Source: an optimization exercise on an open RTL-to-GDS flow (aim: small area and a short achievable clock period). Production flows keep margins and buffers that such runs may drop.
The RTL was checked by simulation tests, not by an equivalence proof against the original design.
Power is estimated from default activity; no workload was simulated.

==> flow/design.v (excerpt) <==
module mac_16bit(out_rounded,md,mr,clk,rst);
output reg [26:0] out_rounded;
input [15:0] md,mr;
input clk,rst;
reg [15:0] MD;
reg [7:0] ONE, TWO, NEG;         
reg [84:0] P;                  
reg [39:0] A;                    
reg [5:0] CB;                 
reg [8:0] k;       
reg clr;           
reg z1;            
reg r1, z2;        
wire zero = !rst | clr;
wire [16:0] mrx = {mr, 1'b0};
wire [7:0] one_n, two_n, neg_n;
genvar g;
generate for (g = 0; g < 8; g = g + 1) begin : enc
  assign one_n[g] = mrx[2*g+1] ^ mrx[2*g];
  assign two_n[g] = (mrx[2*g+2] & ~mrx[2*g+1] & ~mrx[2*g]) | (~mrx[2*g+2] & mrx[2*g+1] & mrx[2*g]);
  assign neg_n[g] = mrx[2*g+2] & ~(mrx[2*g+1] & mrx[2*g]);
end endgenerate
wire [16:0] pp0 = (({17{ONE[0]}} & {MD[15], MD}) | ({17{TWO[0]}} & {MD, 1'b0})) ^ {17{NEG[0]}};
wire ns0 = ~pp0[16];
wire [16:0] pp1 = (({17{ONE[1]}} & {MD[15], MD}) | ({17{TWO[1]}} & {MD, 1'b0})) ^ {17{NEG[1]}};
wire ns1 = ~pp1[16];
wire [16:0] pp2 = (({17{ONE[2]}} & {MD[15], MD}) | ({17{TWO[2]}} & {MD, 1'b0})) ^ {17{NEG[2]}};
wire ns2 = ~pp2[16];
wire [16:0] pp3 = (({17{ONE[3]}} & {MD[15], MD}) | ({17{TWO[3]}} & {MD, 1'b0})) ^ {17{NEG[3]}};
wire ns3 = ~pp3[16];
wire [16:0] pp4 = (({17{ONE[4]}} & {MD[15], MD}) | ({17{TWO[4]}} & {MD, 1'b0})) ^ {17{NEG[4]}};
wire ns4 = ~pp4[16];
  ...
For scale: about 1200 cells after synthesis, about 210 flip-flops, about 13000 um2 of cells after synthesis.
==> flow/config.mk <==
export PLATFORM = sky130hd
export DESIGN_NAME = mac_16bit
export DESIGN_NICKNAME = mac_16bit
export VERILOG_FILES = /design/flow/design.v
export SDC_FILE = /design/flow/constraint.sdc
export NUM_CORES = 4
export LEC_CHECK = 0
export CAP_MARGIN = 20
export CORE_MARGIN = 2
export CORE_UTILIZATION = 60
export CTS_CLUSTER_DIAMETER = 100
export CTS_CLUSTER_SIZE = 20
export SETUP_SLACK_MARGIN = 4.3
export SLEW_MARGIN = 20
==> flow/constraint.sdc <==
create_clock -name core_clock -period 6.9 [get_ports {clk}]
set_input_delay 1.3800 -clock core_clock [delete_from_list [all_inputs] [get_ports {clk}]]
set_output_delay 1.3800 -clock core_clock [all_outputs]
set_load 0.01 [all_outputs]
standard.sh (not shown) runs the stock make flow with config.mk's settings and CLKGATE_MAP_FILE= SYNTH_SCRIPT=/design/flow/synth_recipe.tcl, a recipe that flattens the netlist after the stock synthesis.
==> flow/flow/run.sh <==
#!/bin/bash
# The standard layout (the standard.sh), except that the port buffers are
# sky130_fd_sc_hd__buf_2 cells instead of the default delay buffers.
set -euo pipefail
export BUFFER_PORTS_ARGS="-buffer_cell sky130_fd_sc_hd__buf_2"
bash standard.sh > standard.log 2>&1
The baseline completed without violations.
Rerun with:
==> flow/run.sh (new file) <==
#!/bin/bash
# synth_recipe.tcl (not shown) runs the flow's synth.tcl, then flattens the netlist and writes it again
# the make line also repeats each setting of config.mk as NAME=value (left out here)
make -C /OpenROAD-flow-scripts/flow DESIGN_CONFIG=/design/flow/config.mk WORK_HOME=/design/flow/orfs CLKGATE_MAP_FILE= SYNTH_SCRIPT=/design/flow/synth_recipe.tcl finish
- CTS_CLUSTER_DIAMETER: 100 -> default
- CTS_CLUSTER_SIZE: 20 -> default
- SETUP_SLACK_MARGIN: 4.3 -> 4.15
removed: flow/flow/run.sh
removed: flow/standard.sh
The new run finished clean.
Area after synthesis does not change.
Count of clock-buffer cells in the layout came out higher by 17.
Global-route usage rose by 0.18 points.
Via count rises by 0.73%.

mac_16bit, a different RTL version from the one above (not shown whole).
Size: ~180 flip-flops, about 12,000 sq um of cells after synthesis.
Settings: LEC_CHECK=0, CAP_MARGIN=20, CORE_MARGIN=2, CORE_UTILIZATION=40, SETUP_SLACK_MARGIN=4.4, SLEW_MARGIN=20, TNS_END_PERCENT=100; clock period 6.9 ns.
run.sh (not shown) runs the stock make flow with config.mk's settings and CLKGATE_MAP_FILE= SYNTH_SCRIPT=/design/flow/synth_recipe.tcl, a recipe that flattens the netlist after the stock synthesis.
Stock flow here: none of the scripts above is used.
Rerun with:
--- a/flow/config.mk
+++ b/flow/config.mk
@@ -9,5 +9,4 @@
 export CORE_MARGIN = 2
 export CORE_UTILIZATION = 40
-export SETUP_SLACK_MARGIN = 4.4
+export SETUP_SLACK_MARGIN = 3.6
 export SLEW_MARGIN = 20
-export TNS_END_PERCENT = 100
Result:
- final cell count falls by 7.0%
- register-to-register slack loses 0.09 ns
- total power falls by 13%
- routed wire length falls by 7.3%
- clock power is about the same
- cell area falls by 13%
- synthesized cell count stays the same
- sequential power hardly moves

## port drivers added, routing unchanged
The results above use ideal ports. As a check the final layouts listed here were re-extracted and re-timed, cells and wires unchanged. Step 1, drivers: a clkbuf_16 drives clk and a buf_2 each remaining input, both assumed. Step 2 adds t to the input delays and takes it off the output delays; t is the mean of the earliest and latest rising clock arrival at the registers after step 1. Input paths then give back, and output paths get back, about the clock's delay inside the block. a / b / c = no drivers / after step 1 / after step 2; a / b = the first two.
| run | t (ns) | setup slack, ns | cell pins on the clock port's net |
|---|---|---|---|
| the first run of note 1 | 0.514 | 4.281 / 4.281 / 3.931 | 1 |
| the second run of note 1 | 0.559 | 4.192 / 4.145 / 3.751 | 1 |
| the first run of note 2 | 0.482 | 3.645 / 3.645 / 3.645 | 1 |
| the second run of note 2 | 0.478 | 3.551 / 3.551 / 3.286 | 1 |
After both steps every run listed still meets setup and hold. The setup slack of the second run of note 1, which loses most, moves by -0.047 ns with the drivers and by -0.441 ns with both steps.
